This design comes from an exercise in tuning for small area on the open sky130 flow, not from production work. RTL that was checked went through simulation tests only; none was proved equivalent to the original. No driver is modelled on the clock port, so clocking that relies on it looks cheaper here than on a real chip. Power figures rest on the tool's default switching activity, not on a simulated workload.

==> inputs of run X <==
## keyboard_instance
module keyboard_instance(clk_50M,buzzer,RSTn,col,row,Digitron_Out,DigitronCS_Out,light,leds);
export LEC_CHECK = 0
export CAP_MARGIN = 20
export CORE_MARGIN = 2
export CORE_UTILIZATION = 40
export SLEW_MARGIN = 20
create_clock -name core_clock -period 10.0 [get_ports {clk_50M}]
standard.sh (not shown) runs the stock make flow with config.mk's settings and CLKGATE_MAP_FILE= SYNTH_SCRIPT=/design/flow/synth_recipe.tcl, a recipe that flattens the netlist after the stock synthesis.
==> flow/flow/run.sh <==
#!/bin/bash
# Own layout flow: the standard flow (standard.sh) with
#  - synthesis as standard, but ABC mapping with an area script (flow/area.abc)
#  - port buffers of the smallest buffer cell
#  - clock tree of small clock buffers, without dummy loads
# All tool output goes to ORFS's logs under orfs/logs and to flow.log here.
set -euo pipefail
HERE=$(pwd)
export MY_ABC_SCRIPT=$HERE/flow/area.abc
bash standard.sh \
  SYNTH_SCRIPT=$HERE/flow/synth_area.tcl \
  "BUFFER_PORTS_ARGS=-buffer_cell sky130_fd_sc_hd__buf_1" \
  "CTS_ARGS=-sink_clustering_enable -repair_clock_nets -dont_use_dummy_load -buf_list {sky130_fd_sc_hd__clkbuf_4 sky130_fd_sc_hd__clkbuf_8}" \
  finish > flow.log 2>&1
==> flow/flow/area.abc <==
strash
ifraig
dc2
dch -f
amap
strash
dch -f
amap
topo
==> flow/flow/synth_area.tcl <==
# The standard synthesis (synth_recipe.tcl), with ABC run on an
# area-oriented script (flow/area.abc) instead of ORFS's speed script.
# Registers, their names and cell types are as the standard synthesis makes them.
proc synth {args} { yosys synth -nofsm -noshare {*}$args }
proc abc {args} {
  set new [list]
  for {set i 0} {$i < [llength $args]} {incr i} {
    set a [lindex $args $i]
    if {$a eq "-script"} { incr i; lappend new -script $::env(MY_ABC_SCRIPT); continue }
    if {$a eq "-D"} { incr i; continue }
    lappend new $a
  }
  yosys abc {*}$new
}
source $::env(SCRIPTS_DIR)/synth.tcl
# left out here: clear keep_hierarchy, flatten, clean up, hide names made inside functions, write 1_2_yosys.v
==> run R: changes against run X <==
--- a/flow/design.v
+++ b/flow/design.v
@@ -1,43 +1,49 @@
-module keyboard_scan(clk,RSTn,row,light,u,v);
+module keyboard_scan(clk,RSTn,par,row,light,s9,s0,v);
     parameter V = 100;
     parameter VW = 7;
     input clk;
     input RSTn;
+    input par;
     output [3:0] row;
     output light;
-    output reg [3:0] u;
+    output s9;
+    output s0;
     output reg [VW-1:0] v;
+    reg [2:0] m5;
+    assign s9 = (m5 == 3'd4) &  par;
+    assign s0 = (m5 == 3'd0) & ~par;
+    wire   s4 = (m5 == 3'd4) & ~par;
     always@(posedge clk or negedge RSTn) begin
         if(!RSTn) begin
-            u <= 4'd0;
+            m5 <= 3'd0;
             v <= 0;
         end
         else begin
-            u <= (u == 4'd9) ? 4'd0 : u + 1'b1;
-            if (u == 4'd4)
+            m5 <= (m5 == 3'd4) ? 3'd0 : m5 + 1'b1;
+            if (s4)
                 v <= (v == V-1) ? 0 : v + 1'b1;
         end
     end
     assign row = ~(4'b0001 << v[1:0]);
     assign light = RSTn;
 endmodule
-module key_filter(clk,RSTn,col,u,v,kd);
+module key_filter(clk,RSTn,col,s9,v,kd);
     parameter V = 100;
     parameter VW = 7;
     input clk;
     input RSTn;
     input [3:0] col;
-    input [3:0] u;
+    input s9;
     input [VW-1:0] v;
     output reg [4:0] kd;
     reg [15:0] P;
     reg [4:0] acc;
     reg first;
-    wire samp   = (u == 4'd9);
+    wire samp   = s9;
     wire window = (v >= V-4);
     wire tick   = samp & (v == 0);
     wire [1:0] r = v[1:0];
     wire [3:0] d = ~col & P[3:0];
     wire d_any = |d;
     wire d_one = (d == 4'b0001) | (d == 4'b0010) | (d == 4'b0100) | (d == 4'b1000);
     wire [1:0] d_idx = {d[3] | d[2], d[3] | d[1]};
@@ -358,24 +364,26 @@
         buzzer_fail <= fail_n;
         buzzer_count <= cnt_n;
       end
     end
 endmodule
 module Digitron_TimeDisplay_module
 (
-	CLK,RSTn,data,tries, Digitron_Out, DigitronCS_Out
+	CLK,RSTn,par,data,tries, Digitron_Out, DigitronCS_Out
 );
 	 input CLK;
 	 input RSTn;
+	 output par;
 	 input [11:0]data;
 	 input [1:0]tries;
 	 output reg [7:0]Digitron_Out;
 	 output reg [3:0]DigitronCS_Out;
 	 reg [7:0]Count;
 	 reg [3:0]SingleNum;
+	 assign par = Count[0];         
 	always @ ( posedge CLK or negedge RSTn )
 		if (!RSTn)
 			Count <= 8'd0;
 		else
 			Count <= Count+1'b1;
 	 always@(*)
 	 begin
@@ -421,32 +429,34 @@
       RSTn,
       valid,
       even,
       switch,
       leds
 );
     parameter DIV = 2500;
+    parameter [11:0] LF_END = 12'hbf2;
     input clk_50M;
     input RSTn;
     input valid;
     input even;
     input switch;
     output reg [6:0] leds;
-    reg [11:0] clk_divider;
+    reg [11:0] lf;
     reg [3:0] p;
     reg on;
-    wire wrap = (clk_divider == DIV);
+    wire wrap = (lf == LF_END);
     wire slow_rise = wrap & even;
+    wire fb = lf[11] ^ lf[5] ^ lf[3] ^ lf[0];
     always @(posedge clk_50M)
         if (!valid)
-            clk_divider <= 1;
+            lf <= 12'hffe;                
         else if (wrap)
-            clk_divider <= 0;
+            lf <= 12'hfff;
         else
-            clk_divider <= clk_divider + 1'b1;
+            lf <= {lf[10:0], fb};
     always @(posedge clk_50M or negedge RSTn) begin
         if (!RSTn) begin
             p <= 4'd0;
             on <= 1'b0;
         end else if (slow_rise) begin
             on <= switch;
             if (switch)
@@ -492,37 +502,39 @@
     output [6:0] leds;
     reg valid;
     always @(posedge clk_50M or negedge RSTn)
         if (!RSTn)
             valid <= 1'b0;
         else
             valid <= 1'b1;
-    wire [3:0] u;
+    wire s9, s0, par;
     wire [VW-1:0] v;
     keyboard_scan #(.V(V), .VW(VW)) U1(
         .clk(clk_50M),
         .RSTn(RSTn),
+        .par(par),
+        .s9(s9),
+        .s0(s0),
         .row(row),
         .light(light),
-        .u(u),
         .v(v)
     );
     wire [4:0] kd;
     key_filter #(.V(V), .VW(VW)) U2(
         .clk(clk_50M),
         .RSTn(RSTn),
         .col(col),
-        .u(u),
+        .s9(s9),
         .v(v),
         .kd(kd)
     );
     wire [11:0] data_disp;
     wire [1:0] tries;
     wire switch;
-    wire p0 = (u == 4'd0) & (v == 0);
+    wire p0 = s0 & (v == 0);
     onehot2binary #(.KP(KP)) U3(
         .clk(clk_50M),
         .RSTn(RSTn),
         .valid(valid),
         .kd(kd),
         .p0(p0),
         .binary(data_disp),
@@ -530,22 +542,23 @@
         .buzzer(buzzer),
         .switch(switch)
     );
     Digitron_TimeDisplay_module U5
     (
     	.CLK(clk_50M),
     	.RSTn(RSTn),
+    	.par(par),
     	.data(data_disp),
     	.Digitron_Out(Digitron_Out),
     	.DigitronCS_Out(DigitronCS_Out),
         .tries(tries)
     );
     Led_effect #(.DIV(DIV)) U6
     (
         .clk_50M(clk_50M),
         .RSTn(RSTn),
         .valid(valid),
-        .even(~u[0]),
+        .even(~par),
         .switch(switch),
         .leds(leds)
     );
 endmodule
==> flow/flow/run.sh (replaced) <==
#!/bin/bash
# Own layout flow: the standard flow (standard.sh) with
#  - synthesis as standard, but ABC mapping with an area script (flow/area.abc)
#  - port buffers of the smallest buffer cell
#  - clock tree of clkbuf_8 without dummy loads, then each clock buffer
#    downsized where the clock-pin slews stay well inside the limit
# Tool output: ORFS's logs under orfs/logs, make's output in flow_*.log and
# the clock-buffer step's output in shrink_clk.log, here.
set -euo pipefail
HERE=$(pwd)
export MY_ABC_SCRIPT=$HERE/flow/area.abc
ARGS=(SYNTH_SCRIPT=$HERE/flow/synth_area.tcl
  "BUFFER_PORTS_ARGS=-buffer_cell sky130_fd_sc_hd__buf_1"
  "CTS_ARGS=-sink_clustering_enable -repair_clock_nets -dont_use_dummy_load -buf_list {sky130_fd_sc_hd__clkbuf_8}")
bash standard.sh "${ARGS[@]}" cts > flow_cts.log 2>&1
RES=$HERE/orfs/results/sky130hd/keyboard_instance/base
PLATFORM_DIR=$FLOW_HOME/platforms/sky130hd RESULTS_DIR=$RES \
  openroad -no_init -exit $HERE/flow/shrink_clk.tcl > shrink_clk.log 2>&1
bash standard.sh "${ARGS[@]}" finish > flow_finish.log 2>&1
==> flow/flow/area.abc (replaced) <==
strash
ifraig
dc2
&get -n
&deepsyn -T 20
&put
dch -f
amap -F 4 -A 8
strash
dch -f
amap -F 4 -A 8
topo
==> flow/flow/shrink_clk.tcl (new file) <==
set P $::env(PLATFORM_DIR)
set R $::env(RESULTS_DIR)
read_liberty $P/lib/sky130_fd_sc_hd__tt_025C_1v80.lib
read_db $R/4_cts.odb
read_sdc $R/4_cts.sdc
source $P/setRC.tcl
set_propagated_clock [all_clocks]
estimate_parasitics -placement

set target 0.115
proc worst_ck_slew {} {
  set w 0
  foreach pin [get_pins -hierarchical */CLK] {
    set s [get_property $pin slew_max]
    if {$s > $w} { set w $s }
  }
  return $w
}
proc cell_area {m} { return [get_property [get_lib_cells */$m] area] }

puts "shrink_clk: worst clock-pin slew before [worst_ck_slew]"
set cands {sky130_fd_sc_hd__clkbuf_1 sky130_fd_sc_hd__clkbuf_2 sky130_fd_sc_hd__clkbuf_4 sky130_fd_sc_hd__clkbuf_8}
set leaves {}
set roots {}
foreach inst [get_cells clkbuf_*] {
  if {[string match "clkbuf_0_*" [get_full_name $inst]]} { lappend roots $inst } else { lappend leaves $inst }
}
# leaves first, then the root
foreach inst [concat $leaves $roots] {
  set orig [get_property $inst ref_name]
  set oa [cell_area $orig]
  foreach cand $cands {
    if {[cell_area $cand] >= $oa} { continue }
    replace_cell $inst $cand
    estimate_parasitics -placement
    if {[worst_ck_slew] <= $target} {
      puts "shrink_clk: [get_full_name $inst] $orig -> $cand"
      break
    }
    replace_cell $inst $orig
    estimate_parasitics -placement
  }
}
puts "shrink_clk: worst clock-pin slew after [worst_ck_slew]"
set_placement_padding -global -left 0 -right 0
detailed_placement
check_placement
write_db $R/4_cts.odb
==> reports/results.tsv <==
stage	metric	value	unit
status	status	complete, no violations	
power	combPwrFrac	2.4	%
synth	yosys-top-cells-area	dfrtp_1 17%, dfxtp_1 14%, nor2_1 9.4%, edfxtp_1 8.0%, dfstp_2 7.0%	
power	p_int	0.0007906	W
critical_path	critPathLaunch	U3.binary[7]	
drt	routed_wl	17780	um
synth	synth_top_family_by_area	simple AND/OR/NAND/NOR gates	
cells_and_area	regArea	0.003700	mm^2
drt	first_pass_iters	5	
drt	routed-wl-met2	7766	um
clock_tree	clock-sinks	154	
floorplanning	die_area	0.02090	mm^2
floorplanning	initial_core_util	40.74	%
synth	syn_inst	970	
floorplanning	die_w	144.6	um
synth	syn_avg_cell_area	8.148	um^2
# the run above: run X

==> reports/results.tsv <==
stage	metric	value	unit
status	status	complete, no violations	
floorplanning	die_w	141.9	um
critical_path	critPathLaunch	U3.binary[4]	
cells_and_area	regArea	0.003675	mm^2
floorplanning	die_area	0.02014	mm^2
clock_tree	clock-sinks	153	
synth	synth_top_family_by_area	compound AO/OA/AOI/OAI gates	
drt	routed-wl-met2	7071	um
synth	yosys-top-cells-area	dfrtp_1 18%, dfxtp_1 15%, clkinv_1 8.6%, edfxtp_1 8.3%, dfstp_2 7.3%	
synth	syn_inst	883	
# the run above: run R

Function was not checked in any run of this note: the RTL went through the layout flow alone.

---

==> v26 <==
keyboard_instance, a different RTL version from the one above (not shown whole).
==> flow/design.v (excerpt) <==
module keyboard_instance(clk_50M,buzzer,RSTn,col,row,Digitron_Out,DigitronCS_Out,light,leds);
==> module keyboard_scan, before the edit <==
module keyboard_scan(clk,RSTn,row,light,u,v);
    parameter V = 100;
    parameter VW = 7;
    input clk;
    input RSTn;
    output [3:0] row;
    output light;
    output reg [3:0] u;
    output reg [VW-1:0] v;
    always@(posedge clk or negedge RSTn) begin
        if(!RSTn) begin
            u <= 4'd0;
            v <= 0;
        end
        else begin
            u <= (u == 4'd9) ? 4'd0 : u + 1'b1;
            if (u == 4'd4)
                v <= (v == V-1) ? 0 : v + 1'b1;
        end
    end
    assign row = ~(4'b0001 << v[1:0]);
    assign light = RSTn;
endmodule
==> module key_filter, before the edit <==
module key_filter(clk,RSTn,col,u,v,kd);
    parameter V = 100;
    parameter VW = 7;
    input clk;
    input RSTn;
    input [3:0] col;
    input [3:0] u;
    input [VW-1:0] v;
    output reg [4:0] kd;
    reg [15:0] P;
    reg [4:0] acc;
    reg first;
    wire samp   = (u == 4'd9);
    wire window = (v >= V-4);
    wire tick   = samp & (v == 0);
    wire [1:0] r = v[1:0];
    wire [3:0] d = ~col & P[3:0];
    wire d_any = |d;
    wire d_one = (d == 4'b0001) | (d == 4'b0010) | (d == 4'b0100) | (d == 4'b1000);
    wire [1:0] d_idx = {d[3] | d[2], d[3] | d[1]};
    wire [4:0] acc_in = (r == 2'd0) ? 5'b00000 : acc;
    wire [4:0] acc_nx = !d_any ? acc_in :
                        (d_one && acc_in == 5'b00000) ? {1'b1, r, d_idx} : 5'b00001;
    always@(posedge clk)
        if(samp & window) begin
            acc <= acc_nx;
            P <= {~col, P[15:4]};
        end
    always@(posedge clk or negedge RSTn) begin
        if(!RSTn) begin
            kd <= 5'b00000;
            first <= 1'b1;
        end
        else if(tick) begin
            kd <= first ? 5'b00000 : acc;
            first <= 1'b0;
        end
    end
endmodule
==> module Digitron_TimeDisplay_module, before the edit <==
module Digitron_TimeDisplay_module
(
	CLK,RSTn,data,tries, Digitron_Out, DigitronCS_Out
);
	 input CLK;
	 input RSTn;
	 input [11:0]data;
	 input [1:0]tries;
	 output reg [7:0]Digitron_Out;
	 output reg [3:0]DigitronCS_Out;
	 reg [7:0]Count;
	 reg [3:0]SingleNum;
	always @ ( posedge CLK or negedge RSTn )
		if (!RSTn)
			Count <= 8'd0;
		else
			Count <= Count+1'b1;
	 always@(*)
	 begin
			case (Count[7:6])
			2'b00:   DigitronCS_Out = 4'b1110 ;
			2'b01:   DigitronCS_Out = 4'b1101 ;
			2'b10:   DigitronCS_Out = 4'b1011 ;
			default: DigitronCS_Out = 4'b0111 ;
			endcase
	 end
	 always@(*)
	 begin
			case(Count[7:6])
			2'b00: SingleNum = data[3:0];
			2'b01: SingleNum = data[7:4];
			2'b10: SingleNum = data[11:8];
			default: if(data==12'b101111001100)
                        SingleNum = 4'ha;
                     else
                        SingleNum = {2'b00, tries};
			endcase
			case(SingleNum)
            	4'h0 : Digitron_Out = 8'h3f;
            	4'h1 : Digitron_Out = 8'h06;
            	4'h2 : Digitron_Out = 8'h5b;
            	4'h3 : Digitron_Out = 8'h4f;
            	4'h4 : Digitron_Out = 8'h66;
            	4'h5 : Digitron_Out = 8'h6d;
            	4'h6 : Digitron_Out = 8'h7d;
            	4'h7 : Digitron_Out = 8'h07;
            	4'h8 : Digitron_Out = 8'h7f;
            	4'h9 : Digitron_Out = 8'h6f;
                4'ha : Digitron_Out = 8'h73;
                4'hb : Digitron_Out = 8'h77;
                4'hc : Digitron_Out = 8'h6d;
				4'hd : Digitron_Out = 8'h40;
            	default : Digitron_Out = 8'h00;
			endcase
	 end
endmodule
==> module keyboard_instance, before the edit <==
module keyboard_instance(clk_50M,buzzer,RSTn,col,row,Digitron_Out,DigitronCS_Out,light,leds);
    parameter FP = 1000;             
    parameter KP = 50;               
    parameter DIV = 2500;            
    localparam V = FP / 10;
    parameter VW = 7;                
    input clk_50M;
    input RSTn ; 
    input [3:0] col;
    output [3:0] row;
    output [7:0] Digitron_Out;
    output [3:0] DigitronCS_Out;
    output light;
    output buzzer;
    output [6:0] leds;
    reg valid;
    always @(posedge clk_50M or negedge RSTn)
        if (!RSTn)
            valid <= 1'b0;
        else
            valid <= 1'b1;
    wire [3:0] u;
    wire [VW-1:0] v;
    keyboard_scan #(.V(V), .VW(VW)) U1(
        .clk(clk_50M),
        .RSTn(RSTn),
        .row(row),
        .light(light),
        .u(u),
        .v(v)
    );
    wire [4:0] kd;
    key_filter #(.V(V), .VW(VW)) U2(
        .clk(clk_50M),
        .RSTn(RSTn),
        .col(col),
        .u(u),
        .v(v),
        .kd(kd)
    );
    wire [11:0] data_disp;
    wire [1:0] tries;
    wire switch;
    wire p0 = (u == 4'd0) & (v == 0);
    onehot2binary #(.KP(KP)) U3(
        .clk(clk_50M),
        .RSTn(RSTn),
        .valid(valid),
        .kd(kd),
        .p0(p0),
        .binary(data_disp),
        .tries(tries),
        .buzzer(buzzer),
        .switch(switch)
    );
    Digitron_TimeDisplay_module U5
    (
    	.CLK(clk_50M),
    	.RSTn(RSTn),
    	.data(data_disp),
    	.Digitron_Out(Digitron_Out),
    	.DigitronCS_Out(DigitronCS_Out),
        .tries(tries)
    );
    Led_effect #(.DIV(DIV)) U6
    (
        .clk_50M(clk_50M),
        .RSTn(RSTn),
        .valid(valid),
        .even(~u[0]),
        .switch(switch),
        .leds(leds)
    );
endmodule
clock: 10.0 ns
lec_check: 0
cap_margin: 20
core_margin: 2
core_utilization: 40
slew_margin: 20
==> flow/flow/run.sh <==
#!/bin/bash
# Own layout flow: the standard flow (standard.sh) with
#  - synthesis as standard, but ABC mapping with an area script (flow/area.abc)
#  - port buffers of the smallest buffer cell
#  - clock tree of clkbuf_8 without dummy loads, then each clock buffer
#    downsized where the clock-pin slews stay well inside the limit
# Tool output: ORFS's logs under orfs/logs, make's output in flow_*.log and
# the clock-buffer step's output in shrink_clk.log, here.
set -euo pipefail
HERE=$(pwd)
export MY_ABC_SCRIPT=$HERE/flow/area.abc
ARGS=(SYNTH_SCRIPT=$HERE/flow/synth_area.tcl
  "BUFFER_PORTS_ARGS=-buffer_cell sky130_fd_sc_hd__buf_1"
  "CTS_ARGS=-sink_clustering_enable -repair_clock_nets -dont_use_dummy_load -buf_list {sky130_fd_sc_hd__clkbuf_8}")
bash standard.sh "${ARGS[@]}" cts > flow_cts.log 2>&1
RES=$HERE/orfs/results/sky130hd/keyboard_instance/base
PLATFORM_DIR=$FLOW_HOME/platforms/sky130hd RESULTS_DIR=$RES \
  openroad -no_init -exit $HERE/flow/shrink_clk.tcl > shrink_clk.log 2>&1
bash standard.sh "${ARGS[@]}" finish > flow_finish.log 2>&1
==> flow/flow/area.abc <==
strash
ifraig
dc2
&get -n
&deepsyn -T 20
&put
dch -f
amap -F 4 -A 8
strash
dch -f
amap -F 4 -A 8
topo
==> flow/flow/shrink_clk.tcl <==
set P $::env(PLATFORM_DIR)
set R $::env(RESULTS_DIR)
read_liberty $P/lib/sky130_fd_sc_hd__tt_025C_1v80.lib
read_db $R/4_cts.odb
read_sdc $R/4_cts.sdc
source $P/setRC.tcl
set_propagated_clock [all_clocks]
estimate_parasitics -placement

set target 0.112
proc worst_ck_slew {} {
  set w 0
  foreach pin [get_pins -hierarchical */CLK] {
    set s [get_property $pin slew_max]
    if {$s > $w} { set w $s }
  }
  return $w
}
proc cell_area {m} { return [get_property [get_lib_cells */$m] area] }

puts "shrink_clk: worst clock-pin slew before [worst_ck_slew]"
set cands {sky130_fd_sc_hd__clkbuf_1 sky130_fd_sc_hd__clkbuf_2 sky130_fd_sc_hd__clkbuf_4 sky130_fd_sc_hd__clkbuf_8}
foreach inst [get_cells clkbuf_*] {
  set orig [get_property $inst ref_name]
  set oa [cell_area $orig]
  foreach cand $cands {
    if {[cell_area $cand] >= $oa} { continue }
    replace_cell $inst $cand
    estimate_parasitics -placement
    if {[worst_ck_slew] <= $target} {
      puts "shrink_clk: [get_full_name $inst] $orig -> $cand"
      break
    }
    replace_cell $inst $orig
    estimate_parasitics -placement
  }
}
puts "shrink_clk: worst clock-pin slew after [worst_ck_slew]"
set_placement_padding -global -left 0 -right 0
detailed_placement
check_placement
write_db $R/4_cts.odb
Scripts as last shown in full above: flow/flow/synth_area.tcl
==> inputs of v17, as changes to v26 <==
--- a/flow/design.v
+++ b/flow/design.v
@@ -80,18 +80,17 @@
     parameter BUZ_FAIL_GAP1   = 10000;
     parameter BUZ_FAIL_LEN    = 15000;
     parameter BUZ_CNT_LEN     = 5000;
     localparam [11:0] PASS = 12'b101111001100;
     reg [1:0] times;
     reg [11:0] secrect;
     reg [3:0] cur_binary;
     reg chg;
-    reg [14:0] cl;
-    reg [16:0] ch;
+    reg [31:0] buzzer_counter;
     reg [6:0] buzzer_counter2;
     reg buzzer_active;
     reg buzzer_success;
     reg buzzer_fail;
     reg start_conut;
     reg buzzer_count;
     reg [3:0] wrong_times;
     reg is_set;
@@ -230,122 +229,106 @@
       end
     end
     always @(posedge clk)
         if (!valid || tick)
             k <= 6'd0;
         else if (start_conut && p0)
             k <= k + 1'b1;
     reg bz_n, act_n, suc_n, fail_n, cnt_n;
-    reg c_inc, c_clr;
-    wire chz = (ch == 17'd0);
-    wire [31:0] buzzer_counter = chz ? {17'd0, cl} : 32'hffffffff;   
+    reg [31:0] c_n;
     reg [6:0] c2_n;
     always @(*) begin
         bz_n = buzzer;
         act_n = buzzer_active;
         suc_n = buzzer_success;
         fail_n = buzzer_fail;
         cnt_n = buzzer_count;
-        c_inc = 1'b0;
-        c_clr = 1'b0;
+        c_n = buzzer_counter;
         c2_n = buzzer_counter2;
         if (tick && !cdone) begin
             cnt_n = 1;
-            c_clr = 1'b1;
+            c_n = 0;
             c2_n = 0;
             bz_n = 1;
         end
         if (buzzer_active) begin
             c2_n = buzzer_counter2 + 1'b1;
-            c_inc = 1'b1;
-            c_clr = 1'b0;
+            c_n = buzzer_counter + 1'b1;
             if (buzzer_counter2 >= BUZ_KEY_HALF) begin
                 bz_n = ~buzzer;
                 c2_n = 0;
             end
             if (buzzer_counter >= BUZ_KEY_LEN) begin
                 act_n = 0;
                 bz_n = 0;
             end
         end
         else if (buzzer_success) begin
             c2_n = buzzer_counter2 + 1'b1;
-            c_inc = 1'b1;
-            c_clr = 1'b0;
+            c_n = buzzer_counter + 1'b1;
             if (buzzer_counter2 >= BUZ_OK_HALF) begin
                 bz_n = ~buzzer;
                 c2_n = 0;
             end
             if (buzzer_counter >= BUZ_OK_LEN) begin
                 suc_n = 0;
                 bz_n = 0;
             end
         end
         else if (buzzer_fail) begin
             c2_n = buzzer_counter2 + 1'b1;
-            c_inc = 1'b1;
-            c_clr = 1'b0;
+            c_n = buzzer_counter + 1'b1;
             if (buzzer_counter2 >= BUZ_SLOW_HALF) begin
                 bz_n = ~buzzer;
                 c2_n = 0;
             end
             if (BUZ_FAIL_GAP0 < buzzer_counter && buzzer_counter < BUZ_FAIL_GAP1)
                 bz_n = 0;
             if (buzzer_counter >= BUZ_FAIL_LEN) begin
                 fail_n = 0;
                 bz_n = 0;
             end
         end
         else if (buzzer_count) begin
             c2_n = buzzer_counter2 + 1'b1;
-            c_inc = 1'b1;
-            c_clr = 1'b0;
+            c_n = buzzer_counter + 1'b1;
             if (buzzer_counter2 >= BUZ_SLOW_HALF) begin
                 bz_n = ~buzzer;
                 c2_n = 0;
             end
             if (buzzer_counter >= BUZ_CNT_LEN) begin
                 cnt_n = 0;
                 bz_n = 0;
             end
         end
         else
             bz_n = 0;
         if (ok || wrong) begin
-            c_clr = 1'b1;
+            c_n = 0;
             c2_n = 0;
             bz_n = 1;
         end
         if (ok || store)
             suc_n = 1;
         if (wrong || (act && k_14))
             fail_n = 1;
         if (chg) begin
             act_n = 1;
-            c_clr = 1'b1;
+            c_n = 0;
             c2_n = 0;
             bz_n = 1;
         end
     end
-    wire ch_fb = ch[16] ^ ch[13] ^ (ch[15:0] == 16'd0);
     always @(posedge clk) begin
         if (!valid) begin
-            cl <= 15'd0;
-            ch <= 17'd0;
+            buzzer_counter <= 32'd0;
             buzzer_counter2 <= 7'd0;
         end else begin
-            if (c_clr) begin
-                cl <= 15'd0;
-                ch <= 17'd0;
-            end else if (c_inc) begin
-                cl <= cl + 1'b1;
-                if (&cl)
-                    ch <= {ch[15:0], ch_fb};
-            end
+            buzzer_counter <= c_n;
             buzzer_counter2 <= c2_n;
         end
     end
 	always @(posedge clk or negedge RSTn) begin
       if (!RSTn) begin
         buzzer <= 1'b0;
         buzzer_active <= 1'b0;
         buzzer_success <= 1'b0;
@@ -420,36 +403,34 @@
       clk_50M,
       RSTn,
       valid,
       even,
       switch,
       leds
 );
     parameter DIV = 2500;
-    parameter [11:0] LF_END = 12'hbf2;
     input clk_50M;
     input RSTn;
     input valid;
     input even;
     input switch;
     output reg [6:0] leds;
-    reg [11:0] lf;
+    reg [11:0] clk_divider;
     reg [3:0] p;
     reg on;
-    wire wrap = (lf == LF_END);
+    wire wrap = (clk_divider == DIV);
     wire slow_rise = wrap & even;
-    wire fb = lf[11] ^ lf[5] ^ lf[3] ^ lf[0];
     always @(posedge clk_50M)
         if (!valid)
-            lf <= 12'hffe;                
+            clk_divider <= 1;
         else if (wrap)
-            lf <= 12'hfff;
+            clk_divider <= 0;
         else
-            lf <= {lf[10:0], fb};
+            clk_divider <= clk_divider + 1'b1;
     always @(posedge clk_50M or negedge RSTn) begin
         if (!RSTn) begin
             p <= 4'd0;
             on <= 1'b0;
         end else if (slow_rise) begin
             on <= switch;
             if (switch)
                 p <= p + 1'b1;
==> flow/run.sh (new file) <==
#!/bin/bash
# synth_recipe.tcl (not shown) runs the flow's synth.tcl, then flattens the netlist and writes it again
# the make line also repeats each setting of config.mk as NAME=value (left out here)
make -C /OpenROAD-flow-scripts/flow DESIGN_CONFIG=/design/flow/config.mk WORK_HOME=/design/flow/orfs CLKGATE_MAP_FILE= SYNTH_SCRIPT=/design/flow/synth_recipe.tcl finish
removed: flow/flow/run.sh
removed: flow/flow/area.abc
removed: flow/flow/shrink_clk.tcl
removed: flow/flow/synth_area.tcl
removed: flow/standard.sh
==> inputs of v12, as changes to v26 <==
--- a/flow/design.v
+++ b/flow/design.v
@@ -1,44 +1,50 @@
-module keyboard_scan(clk,RSTn,row,light,u,v);
+module keyboard_scan(clk,RSTn,par,row,light,s9,s0,v);
     parameter V = 100;
     parameter VW = 7;
     input clk;
     input RSTn;
+    input par;
     output [3:0] row;
     output light;
-    output reg [3:0] u;
+    output s9;
+    output s0;
     output reg [VW-1:0] v;
+    reg [2:0] m5;
+    assign s9 = (m5 == 3'd4) &  par;
+    assign s0 = (m5 == 3'd0) & ~par;
+    wire   s4 = (m5 == 3'd4) & ~par;
     always@(posedge clk or negedge RSTn) begin
         if(!RSTn) begin
-            u <= 4'd0;
+            m5 <= 3'd0;
             v <= 0;
         end
         else begin
-            u <= (u == 4'd9) ? 4'd0 : u + 1'b1;
-            if (u == 4'd4)
+            m5 <= (m5 == 3'd4) ? 3'd0 : m5 + 1'b1;
+            if (s4)
                 v <= (v == V-1) ? 0 : v + 1'b1;
         end
     end
     assign row = ~(4'b0001 << v[1:0]);
     assign light = RSTn;
 endmodule
-module key_filter(clk,RSTn,col,u,v,kd);
+module key_filter(clk,RSTn,col,s9,v,kd);
     parameter V = 100;
     parameter VW = 7;
     input clk;
     input RSTn;
     input [3:0] col;
-    input [3:0] u;
+    input s9;
     input [VW-1:0] v;
     output reg [4:0] kd;
     reg [15:0] P;
     reg [4:0] acc;
     reg first;
-    wire samp   = (u == 4'd9);
+    wire samp   = s9;
     wire window = (v >= V-4);
     wire tick   = samp & (v == 0);
     wire [1:0] r = v[1:0];
     wire [3:0] d = ~col & P[3:0];
     wire d_any = |d;
     wire d_one = (d == 4'b0001) | (d == 4'b0010) | (d == 4'b0100) | (d == 4'b1000);
     wire [1:0] d_idx = {d[3] | d[2], d[3] | d[1]};
     wire [4:0] acc_in = (r == 2'd0) ? 5'b00000 : acc;
@@ -357,26 +363,28 @@
         buzzer_success <= suc_n;
         buzzer_fail <= fail_n;
         buzzer_count <= cnt_n;
       end
     end
 endmodule
 module Digitron_TimeDisplay_module
 (
-	CLK,RSTn,data,tries, Digitron_Out, DigitronCS_Out
+	CLK,RSTn,par,data,tries, Digitron_Out, DigitronCS_Out
 );
 	 input CLK;
 	 input RSTn;
+	 output par;
 	 input [11:0]data;
 	 input [1:0]tries;
 	 output reg [7:0]Digitron_Out;
 	 output reg [3:0]DigitronCS_Out;
 	 reg [7:0]Count;
 	 reg [3:0]SingleNum;
+	 assign par = Count[0];         
 	always @ ( posedge CLK or negedge RSTn )
 		if (!RSTn)
 			Count <= 8'd0;
 		else
 			Count <= Count+1'b1;
 	 always@(*)
 	 begin
 			case (Count[7:6])
@@ -493,61 +501,64 @@
     output buzzer;
     output [6:0] leds;
     reg valid;
     always @(posedge clk_50M or negedge RSTn)
         if (!RSTn)
             valid <= 1'b0;
         else
             valid <= 1'b1;
-    wire [3:0] u;
+    wire s9, s0, par;
     wire [VW-1:0] v;
     keyboard_scan #(.V(V), .VW(VW)) U1(
         .clk(clk_50M),
         .RSTn(RSTn),
+        .par(par),
+        .s9(s9),
+        .s0(s0),
         .row(row),
         .light(light),
-        .u(u),
         .v(v)
     );
     wire [4:0] kd;
     key_filter #(.V(V), .VW(VW)) U2(
         .clk(clk_50M),
         .RSTn(RSTn),
         .col(col),
-        .u(u),
+        .s9(s9),
         .v(v),
         .kd(kd)
     );
     wire [11:0] data_disp;
     wire [1:0] tries;
     wire switch;
-    wire p0 = (u == 4'd0) & (v == 0);
+    wire p0 = s0 & (v == 0);
     onehot2binary #(.KP(KP)) U3(
         .clk(clk_50M),
         .RSTn(RSTn),
         .valid(valid),
         .kd(kd),
         .p0(p0),
         .binary(data_disp),
         .tries(tries),
         .buzzer(buzzer),
         .switch(switch)
     );
     Digitron_TimeDisplay_module U5
     (
     	.CLK(clk_50M),
     	.RSTn(RSTn),
+    	.par(par),
     	.data(data_disp),
     	.Digitron_Out(Digitron_Out),
     	.DigitronCS_Out(DigitronCS_Out),
         .tries(tries)
     );
     Led_effect #(.DIV(DIV)) U6
     (
         .clk_50M(clk_50M),
         .RSTn(RSTn),
         .valid(valid),
-        .even(~u[0]),
+        .even(~par),
         .switch(switch),
         .leds(leds)
     );
 endmodule
==> flow/flow/area.abc (replaced) <==
strash
ifraig
dc2
&get -n
&deepsyn -T 20
&dch -f
&nf -R 1000
&put
topo
--- a/flow/flow/shrink_clk.tcl
+++ b/flow/flow/shrink_clk.tcl
@@ -2,30 +2,36 @@
 set R $::env(RESULTS_DIR)
 read_liberty $P/lib/sky130_fd_sc_hd__tt_025C_1v80.lib
 read_db $R/4_cts.odb
 read_sdc $R/4_cts.sdc
 source $P/setRC.tcl
 set_propagated_clock [all_clocks]
 estimate_parasitics -placement
 
-set target 0.112
+set target 0.115
 proc worst_ck_slew {} {
   set w 0
   foreach pin [get_pins -hierarchical */CLK] {
     set s [get_property $pin slew_max]
     if {$s > $w} { set w $s }
   }
   return $w
 }
 proc cell_area {m} { return [get_property [get_lib_cells */$m] area] }
 
 puts "shrink_clk: worst clock-pin slew before [worst_ck_slew]"
 set cands {sky130_fd_sc_hd__clkbuf_1 sky130_fd_sc_hd__clkbuf_2 sky130_fd_sc_hd__clkbuf_4 sky130_fd_sc_hd__clkbuf_8}
+set leaves {}
+set roots {}
 foreach inst [get_cells clkbuf_*] {
+  if {[string match "clkbuf_0_*" [get_full_name $inst]]} { lappend roots $inst } else { lappend leaves $inst }
+}
+# leaves first, then the root
+foreach inst [concat $leaves $roots] {
   set orig [get_property $inst ref_name]
   set oa [cell_area $orig]
   foreach cand $cands {
     if {[cell_area $cand] >= $oa} { continue }
     replace_cell $inst $cand
     estimate_parasitics -placement
     if {[worst_ck_slew] <= $target} {
       puts "shrink_clk: [get_full_name $inst] $orig -> $cand"
==> inputs of v7, as changes to v26 <==
--- a/flow/design.v
+++ b/flow/design.v
@@ -1,59 +1,67 @@
-module keyboard_scan(clk,RSTn,row,light,u,v);
+module keyboard_scan(clk,RSTn,par,row,light,s9,s0,v);
     parameter V = 100;
     parameter VW = 7;
     input clk;
     input RSTn;
+    input par;
     output [3:0] row;
     output light;
-    output reg [3:0] u;
+    output s9;
+    output s0;
     output reg [VW-1:0] v;
+    reg [2:0] m5;
+    assign s9 = (m5 == 3'd4) &  par;
+    assign s0 = (m5 == 3'd0) & ~par;
+    wire   s4 = (m5 == 3'd4) & ~par;
     always@(posedge clk or negedge RSTn) begin
         if(!RSTn) begin
-            u <= 4'd0;
+            m5 <= 3'd0;
             v <= 0;
         end
         else begin
-            u <= (u == 4'd9) ? 4'd0 : u + 1'b1;
-            if (u == 4'd4)
+            m5 <= (m5 == 3'd4) ? 3'd0 : m5 + 1'b1;
+            if (s4)
                 v <= (v == V-1) ? 0 : v + 1'b1;
         end
     end
     assign row = ~(4'b0001 << v[1:0]);
     assign light = RSTn;
 endmodule
-module key_filter(clk,RSTn,col,u,v,kd);
+module key_filter(clk,RSTn,col,s9,v,kd);
     parameter V = 100;
     parameter VW = 7;
     input clk;
     input RSTn;
     input [3:0] col;
-    input [3:0] u;
+    input s9;
     input [VW-1:0] v;
     output reg [4:0] kd;
     reg [15:0] P;
     reg [4:0] acc;
     reg first;
-    wire samp   = (u == 4'd9);
+    wire samp   = s9;
     wire window = (v >= V-4);
     wire tick   = samp & (v == 0);
     wire [1:0] r = v[1:0];
     wire [3:0] d = ~col & P[3:0];
     wire d_any = |d;
     wire d_one = (d == 4'b0001) | (d == 4'b0010) | (d == 4'b0100) | (d == 4'b1000);
     wire [1:0] d_idx = {d[3] | d[2], d[3] | d[1]};
     wire [4:0] acc_in = (r == 2'd0) ? 5'b00000 : acc;
     wire [4:0] acc_nx = !d_any ? acc_in :
                         (d_one && acc_in == 5'b00000) ? {1'b1, r, d_idx} : 5'b00001;
+    wire wr = samp & window;
+    wire [15:0] rot = {P[1:0], P[15:2]};
     always@(posedge clk)
-        if(samp & window) begin
+        P <= wr ? {~col[1:0], rot[13:2], ~col[3:2]} : rot;
+    always@(posedge clk)
+        if(wr)
             acc <= acc_nx;
-            P <= {~col, P[15:4]};
-        end
     always@(posedge clk or negedge RSTn) begin
         if(!RSTn) begin
             kd <= 5'b00000;
             first <= 1'b1;
         end
         else if(tick) begin
             kd <= first ? 5'b00000 : acc;
             first <= 1'b0;
@@ -357,26 +365,28 @@
         buzzer_success <= suc_n;
         buzzer_fail <= fail_n;
         buzzer_count <= cnt_n;
       end
     end
 endmodule
 module Digitron_TimeDisplay_module
 (
-	CLK,RSTn,data,tries, Digitron_Out, DigitronCS_Out
+	CLK,RSTn,par,data,tries, Digitron_Out, DigitronCS_Out
 );
 	 input CLK;
 	 input RSTn;
+	 output par;
 	 input [11:0]data;
 	 input [1:0]tries;
 	 output reg [7:0]Digitron_Out;
 	 output reg [3:0]DigitronCS_Out;
 	 reg [7:0]Count;
 	 reg [3:0]SingleNum;
+	 assign par = Count[0];         
 	always @ ( posedge CLK or negedge RSTn )
 		if (!RSTn)
 			Count <= 8'd0;
 		else
 			Count <= Count+1'b1;
 	 always@(*)
 	 begin
 			case (Count[7:6])
@@ -493,61 +503,64 @@
     output buzzer;
     output [6:0] leds;
     reg valid;
     always @(posedge clk_50M or negedge RSTn)
         if (!RSTn)
             valid <= 1'b0;
         else
             valid <= 1'b1;
-    wire [3:0] u;
+    wire s9, s0, par;
     wire [VW-1:0] v;
     keyboard_scan #(.V(V), .VW(VW)) U1(
         .clk(clk_50M),
         .RSTn(RSTn),
+        .par(par),
+        .s9(s9),
+        .s0(s0),
         .row(row),
         .light(light),
-        .u(u),
         .v(v)
     );
     wire [4:0] kd;
     key_filter #(.V(V), .VW(VW)) U2(
         .clk(clk_50M),
         .RSTn(RSTn),
         .col(col),
-        .u(u),
+        .s9(s9),
         .v(v),
         .kd(kd)
     );
     wire [11:0] data_disp;
     wire [1:0] tries;
     wire switch;
-    wire p0 = (u == 4'd0) & (v == 0);
+    wire p0 = s0 & (v == 0);
     onehot2binary #(.KP(KP)) U3(
         .clk(clk_50M),
         .RSTn(RSTn),
         .valid(valid),
         .kd(kd),
         .p0(p0),
         .binary(data_disp),
         .tries(tries),
         .buzzer(buzzer),
         .switch(switch)
     );
     Digitron_TimeDisplay_module U5
     (
     	.CLK(clk_50M),
     	.RSTn(RSTn),
+    	.par(par),
     	.data(data_disp),
     	.Digitron_Out(Digitron_Out),
     	.DigitronCS_Out(DigitronCS_Out),
         .tries(tries)
     );
     Led_effect #(.DIV(DIV)) U6
     (
         .clk_50M(clk_50M),
         .RSTn(RSTn),
         .valid(valid),
-        .even(~u[0]),
+        .even(~par),
         .switch(switch),
         .leds(leds)
     );
 endmodule
--- a/flow/flow/run.sh
+++ b/flow/flow/run.sh
@@ -5,15 +5,15 @@
 #  - clock tree of clkbuf_8 without dummy loads, then each clock buffer
 #    downsized where the clock-pin slews stay well inside the limit
 # Tool output: ORFS's logs under orfs/logs, make's output in flow_*.log and
 # the clock-buffer step's output in shrink_clk.log, here.
 set -euo pipefail
 HERE=$(pwd)
 export MY_ABC_SCRIPT=$HERE/flow/area.abc
 ARGS=(SYNTH_SCRIPT=$HERE/flow/synth_area.tcl
-  "BUFFER_PORTS_ARGS=-buffer_cell sky130_fd_sc_hd__buf_1"
+  "BUFFER_PORTS_ARGS=-buffer_cell sky130_fd_sc_hd__buf_1" CAP_MARGIN=0 SLEW_MARGIN=0
   "CTS_ARGS=-sink_clustering_enable -repair_clock_nets -dont_use_dummy_load -buf_list {sky130_fd_sc_hd__clkbuf_8}")
 bash standard.sh "${ARGS[@]}" cts > flow_cts.log 2>&1
 RES=$HERE/orfs/results/sky130hd/keyboard_instance/base
 PLATFORM_DIR=$FLOW_HOME/platforms/sky130hd RESULTS_DIR=$RES \
   openroad -no_init -exit $HERE/flow/shrink_clk.tcl > shrink_clk.log 2>&1
 bash standard.sh "${ARGS[@]}" finish > flow_finish.log 2>&1
--- a/flow/flow/shrink_clk.tcl
+++ b/flow/flow/shrink_clk.tcl
@@ -2,30 +2,36 @@
 set R $::env(RESULTS_DIR)
 read_liberty $P/lib/sky130_fd_sc_hd__tt_025C_1v80.lib
 read_db $R/4_cts.odb
 read_sdc $R/4_cts.sdc
 source $P/setRC.tcl
 set_propagated_clock [all_clocks]
 estimate_parasitics -placement
 
-set target 0.112
+set target 0.115
 proc worst_ck_slew {} {
   set w 0
   foreach pin [get_pins -hierarchical */CLK] {
     set s [get_property $pin slew_max]
     if {$s > $w} { set w $s }
   }
   return $w
 }
 proc cell_area {m} { return [get_property [get_lib_cells */$m] area] }
 
 puts "shrink_clk: worst clock-pin slew before [worst_ck_slew]"
 set cands {sky130_fd_sc_hd__clkbuf_1 sky130_fd_sc_hd__clkbuf_2 sky130_fd_sc_hd__clkbuf_4 sky130_fd_sc_hd__clkbuf_8}
+set leaves {}
+set roots {}
 foreach inst [get_cells clkbuf_*] {
+  if {[string match "clkbuf_0_*" [get_full_name $inst]]} { lappend roots $inst } else { lappend leaves $inst }
+}
+# leaves first, then the root
+foreach inst [concat $leaves $roots] {
   set orig [get_property $inst ref_name]
   set oa [cell_area $orig]
   foreach cand $cands {
     if {[cell_area $cand] >= $oa} { continue }
     replace_cell $inst $cand
     estimate_parasitics -placement
     if {[worst_ck_slew] <= $target} {
       puts "shrink_clk: [get_full_name $inst] $orig -> $cand"
==> comparison table <==
Initial detailed-routing violation count: v17 383; v26 524; v7 326; v12 535
Fill cell total of the finished layout: v17 2128; v26 1881; v7 1815; v12 1852
Stages on the worst setup path: v17 11; v26 13; v7 14; v12 10
Total internal power: v17 0.989 mW; v26 0.768 mW; v7 0.726 mW; v12 0.742 mW
Worst-case vdd ir drop: v17 81.3 uV; v26 72.1 uV; v7 78.7 uV; v12 93.5 uV
Synthesis-stage register bit count: v17 154; v26 154; v7 153; v12 153
Largest cell class by area: v17 multi-input gates; v26 flip-flops and latches; v7 flip-flops and latches; v12 multi-input gates
Adder-cell share of the synthesized area: v17 5.31%; v26 5.75%; v7 6.20%; v12 6.08%
Power in sequential cells: v17 0.640 mW; v26 0.646 mW; v7 0.623 mW; v12 0.634 mW
ClkCell Share: v17 5.71%; v26 2.28%; v7 1.97%; v12 2.05%
Layout Nets: v17 1043; v26 971; v7 977; v12 893
Non-clock inverter instance count of the final layout: v17 49; v26 166; v7 155; v12 52
Worst-Skew Late Latency: v17 0.43 ns; v26 0.77 ns; v7 0.56 ns; v12 0.59 ns
Comb_multi_in: v17 744; v26 558; v7 571; v12 592
Wire length of the first global-routing pass: v17 32.4 mm; v26 28.3 mm; v7 28.2 mm; v12 27.0 mm
Portion of total power attributed to sequential cells: v17 49.7%; v26 65.2%; v7 66.8%; v12 66.6%
Global placement routability congestion: v17 0.868; v26 0.919; v7 0.918; v12 0.902
Synthesized cell area: v17 8950 um^2; v26 7620 um^2; v7 7470 um^2; v12 7610 um^2
Global-route usage over all layers: v17 16.6%; v26 17.4%; v7 17.5%; v12 16.7%
Worst Path Max Fanout: v17 6; v26 8; v7 9; v12 8
Outcome: v17 finished clean; v26 finished clean; v7 finished clean; v12 finished clean
Finished Core Util: v17 45.6%; v26 44.0%; v7 44.5%; v12 44.0%
Worst-case headroom to the max-slew limit: v17 38.7%; v26 36.1%; v7 31.1%; v12 26.7%
Share of the synthesized area in the top cell type: v17 15.4%; v26 18.1%; v7 19.6%; v12 17.8%
FFs & Latches: v17 154; v26 154; v7 153; v12 153
Combined flip-flop and latch cell area: v17 3700 um^2; v26 3700 um^2; v7 3510 um^2; v12 3670 um^2
Function not checked in v12: the RTL went through the layout flow alone.

[re-timing with driven ports]
The flow's constraints put no driver on any port. The routed layouts listed below were extracted and timed again, unchanged, in two steps.
Step 1 sets driving cells, clkbuf_16 on the clock port and buf_2 on the other inputs (assumed; they add their load-dependent delay and slew).
Step 2 also shifts input and output timing later by t, the mid clock arrival at the registers, as if the neighbouring blocks saw the same clock.
a / b / c = ideal ports / drivers / drivers and shift; a / b = the first two.
run	t, ns	setup slack, ns	latest minus earliest clock arrival (ns)	worst register clock-pin slew, ns	worst slew at a driven data input, ns
run X	0.484	4.370 / 4.329 / 4.813	0.031 / 0.031	0.09 / 0.09	0.03
run R	0.459	4.484 / 4.448 / 4.906	0.037 / 0.037	0.11 / 0.11	0.03
v26	0.788	4.214 / 4.180 / 4.969	0.039 / 0.039	0.10 / 0.10	0.03
v17	0.474	4.523 / 4.475 / 4.949	0.012 / 0.012	0.07 / 0.07	0.03
v12	0.597	4.616 / 4.580 / 5.176	0.051 / 0.051	0.11 / 0.11	0.03
v7	0.578	4.383 / 4.346 / 4.924	0.035 / 0.035	0.11 / 0.11	0.04
After both steps every run listed still meets setup and hold.
